Background: an optimization exercise with open tools, aiming at small area and a short achievable clock period. Do not read the settings as production practice. In this exercise RTL edits were held to simulation tests only and were not proved equivalent to the original. No activity file was given, so power comes from the tool's default toggle rates.

## SIMD
module SIMD(
input [11:0] instruction,
input clk,
input rst,
output [31:0] outputvalue
);
Size in the first run: roughly 2500 cells after synthesis, roughly 450 flip-flops, roughly 46 I/O pins.
clock: 10.0 ns
lec_check: 0
cap_margin: 20
core_margin: 2
core_utilization: 70
cts_cluster_diameter: 150
cts_cluster_size: 20
slew_margin: 20
standard.sh (not shown) runs the stock make flow with config.mk's settings and CLKGATE_MAP_FILE= SYNTH_SCRIPT=/design/flow/synth_recipe.tcl, a recipe that flattens the netlist after the stock synthesis.
==> flow/flow/run.sh <==
#!/bin/bash
set -euo pipefail
bash standard.sh SETUP_SLACK_MARGIN=5.25 finish > make_finish.log 2>&1
==> next run, changes <==
==> flow/flow/run.sh (replaced) <==
#!/bin/bash
set -euo pipefail
bash standard.sh SETUP_SLACK_MARGIN=5.5 finish > make_finish.log 2>&1
After rerunning: Setup slack is better by 0.13 ns; cell count is lower slightly; clock skew came out higher by 0.026 ns; wire length went down slightly; critical path depth is unchanged; register-to-register slack improved by 0.13 ns; clock power stays flat; global-route usage went down by 0.45 points; design area goes down slightly; via count drops slightly; area after synthesis stays the same.
==> next run, changes <==
==> flow/flow/run.sh (replaced) <==
#!/bin/bash
set -euo pipefail
bash standard.sh SETUP_SLACK_MARGIN=5.75 finish > make_finish.log 2>&1
The new run produced a clean layout.
Power goes up by 0.35%.
Via count stays flat.
Setup slack gets worse by 0.052 ns.
Flip-flop and latch count is unchanged.
Synthesized area is unchanged.
==> next run, changes <==
==> flow/flow/run.sh (replaced) <==
#!/bin/bash
set -euo pipefail
bash standard.sh SETUP_SLACK_MARGIN=5.5 finish > make_finish.log 2>&1
- CORE_UTILIZATION: 70 -> 60
Result:
- The new run finished clean
- first-iteration DRC count fell by 13%
- sequential share of layout area stays flat
- maximum frequency came out higher by 1.9%
- cell area stays flat
- count of clock-buffer cells in the layout drops by 1
==> next run, changes <==
==> flow/run.sh (new file) <==
#!/bin/bash
# synth_recipe.tcl (not shown) runs the flow's synth.tcl, then flattens the netlist and writes it again
# the make line also repeats each setting of config.mk as NAME=value (left out here)
make -C /OpenROAD-flow-scripts/flow DESIGN_CONFIG=/design/flow/config.mk WORK_HOME=/design/flow/orfs CLKGATE_MAP_FILE= SYNTH_SCRIPT=/design/flow/synth_recipe.tcl finish
- SETUP_SLACK_MARGIN: unset -> 5
removed: flow/flow/run.sh
removed: flow/standard.sh
The new run finished clean.
Routed wire length drops by 2.4%.
Area after synthesis is unchanged.
Power is lower by 0.83%.
Core utilization falls by 0.92 points.
Sequential power stays flat.
Register-to-register slack is worse by 0.31 ns.
Final cell count is lower by 0.57%.
Critical path depth goes down by 6.
First-iteration DRC count is lower by 1.1%.


SIMD, a different RTL version from the one above (not shown whole).
Size in the first run: ~2500 cells after synthesis, roughly 450 flip-flops, ~46 I/O pins, ~26000 sq um of cells after synthesis.
clock: 10.0 ns
lec_check: 0
cap_margin: 20
core_margin: 2
core_utilization: 60
cts_cluster_diameter: 150
cts_cluster_size: 20
slew_margin: 20
tns_end_percent: 30
==> flow/flow/run.sh <==
#!/bin/bash
set -euo pipefail
bash standard.sh SETUP_SLACK_MARGIN=5.5 finish > make_finish.log 2>&1
The starting point ran to the end with no violations.
Change:
- CORE_UTILIZATION: 60 -> 65
- TNS_END_PERCENT: 30 -> not set
Non-clock buffer count falls by 17. Global-route usage goes up by 2.0 points. Combinational power barely changes. Final cell count shrinks by 2.5%.


SIMD, a different RTL version from the one above (not shown whole).
For scale: about 2,200 cells after synthesis, about 46 I/O pins.
export LEC_CHECK = 0
export CAP_MARGIN = 20
export CORE_MARGIN = 2
export CORE_UTILIZATION = 60
export SETUP_SLACK_MARGIN = 5
export SLEW_MARGIN = 20
create_clock -name core_clock -period 10.0 [get_ports {clk}]
run.sh (not shown) runs the stock make flow with config.mk's settings and CLKGATE_MAP_FILE= SYNTH_SCRIPT=/design/flow/synth_recipe.tcl, a recipe that flattens the netlist after the stock synthesis.
Stock flow here: none of the scripts above is used.
==> next run, changes <==
CORE_UTILIZATION = 40   (was 60)
=>
- design area climbs by 1.9%
- utilization drops by 22 points
- via count stays flat
- synthesized cell count is unchanged
- wire length climbs by 3.0%
- combinational power climbs by about 4%
- worst setup slack gets better by 7.4 ps
- cell count climbs by 10%
- power climbs by 3.2%
==> next run, changes <==
TNS_END_PERCENT = 5   (was unset)
What happened:
- The new run passed the timing, design-rule and antenna checks
- routed wire length shrinks slightly
- non-clock buffer count shrinks by 25
- setup slack gets worse by 130 ps
- sequential cell count stays the same
- core utilization shrinks by 0.56 points
==> next run, changes <==
==> flow/flow/run.sh (new file) <==
#!/bin/bash
set -euo pipefail
bash standard.sh SETUP_SLACK_MARGIN=7 finish > make_finish.log 2>&1
==> flow/standard.sh (new file) <==
#!/bin/bash
# synth_recipe.tcl (not shown) runs the flow's synth.tcl, then flattens the netlist and writes it again
# the make line also repeats each setting of config.mk as NAME=value (left out here)
make -C /OpenROAD-flow-scripts/flow DESIGN_CONFIG=/design/flow/config.mk WORK_HOME=/design/flow/orfs CLKGATE_MAP_FILE= SYNTH_SCRIPT=/design/flow/synth_recipe.tcl "${@:-finish}"
SETUP_SLACK_MARGIN = unset   (was 5)
TNS_END_PERCENT = unset   (was 5)
removed: flow/run.sh
Result: Cell area climbs by 14%; combinational power grows by 48%; hold slack hardly moves; final cell count went up by 5.7%; wire length grows by 10%; die area is unchanged; clock-buffer cell count came out lower by 12; non-clock buffer count goes up by 181; critical path depth is higher by 2; global-route usage came out higher by 1.5 points; setup slack gets better by 410 ps.

## port drivers added, routing unchanged
The results above use ideal ports. As a check the final layouts listed here were re-extracted and re-timed, cells and wires unchanged.
Step 1 assumes that a clkbuf_16 drives the clock port and a buf_2 every other input.
Step 2 also shifts input and output timing later by t, the mid clock arrival at the registers, as if the neighbouring blocks saw the same clock.
a / b / c = no drivers / after step 1 / after step 2; a / b = the first two.
run	shift t [ns]	setup slack, ns	worst setup path at the end	clock arrival spread, ns	worst register clock-pin slew, ns
the first run of note 1	0.651	5.039 / 5.039 / 4.885	input to register	0.019 / 0.019	0.10 / 0.10
the second run of note 1	0.650	5.174 / 5.174 / 4.641	input to register	0.044 / 0.044	0.11 / 0.11
the third run of note 1	0.649	5.122 / 5.122 / 5.122	register to register	0.037 / 0.037	0.12 / 0.12
the fourth run of note 1	0.659	5.214 / 5.214 / 4.856	input to register	0.047 / 0.047	0.11 / 0.11
the fifth run of note 1	0.656	4.906 / 4.906 / 4.776	input to register	0.043 / 0.044	0.11 / 0.11
the first run of note 2	0.661	5.470 / 5.470 / 5.367	input to register	0.028 / 0.029	0.11 / 0.11
the second run of note 2	0.654	5.398 / 5.398 / 5.398	register to register	0.043 / 0.044	0.11 / 0.11
the first run of note 3	0.655	5.113 / 5.113 / 5.113	register to register	0.025 / 0.025	0.07 / 0.07
the second run of note 3	0.652	5.120 / 5.120 / 4.542	input to register	0.038 / 0.038	0.06 / 0.06
the third run of note 3	0.668	4.992 / 4.992 / 4.931	input to register	0.028 / 0.028	0.07 / 0.07
the fourth run of note 3	0.680	5.400 / 5.400 / 5.400	register to register	0.020 / 0.021	0.08 / 0.08
After both steps every run listed still meets setup and hold. The setup slack of the second run of note 3, which loses most, moves by 0.000 ns with the drivers and by -0.578 ns with both steps.
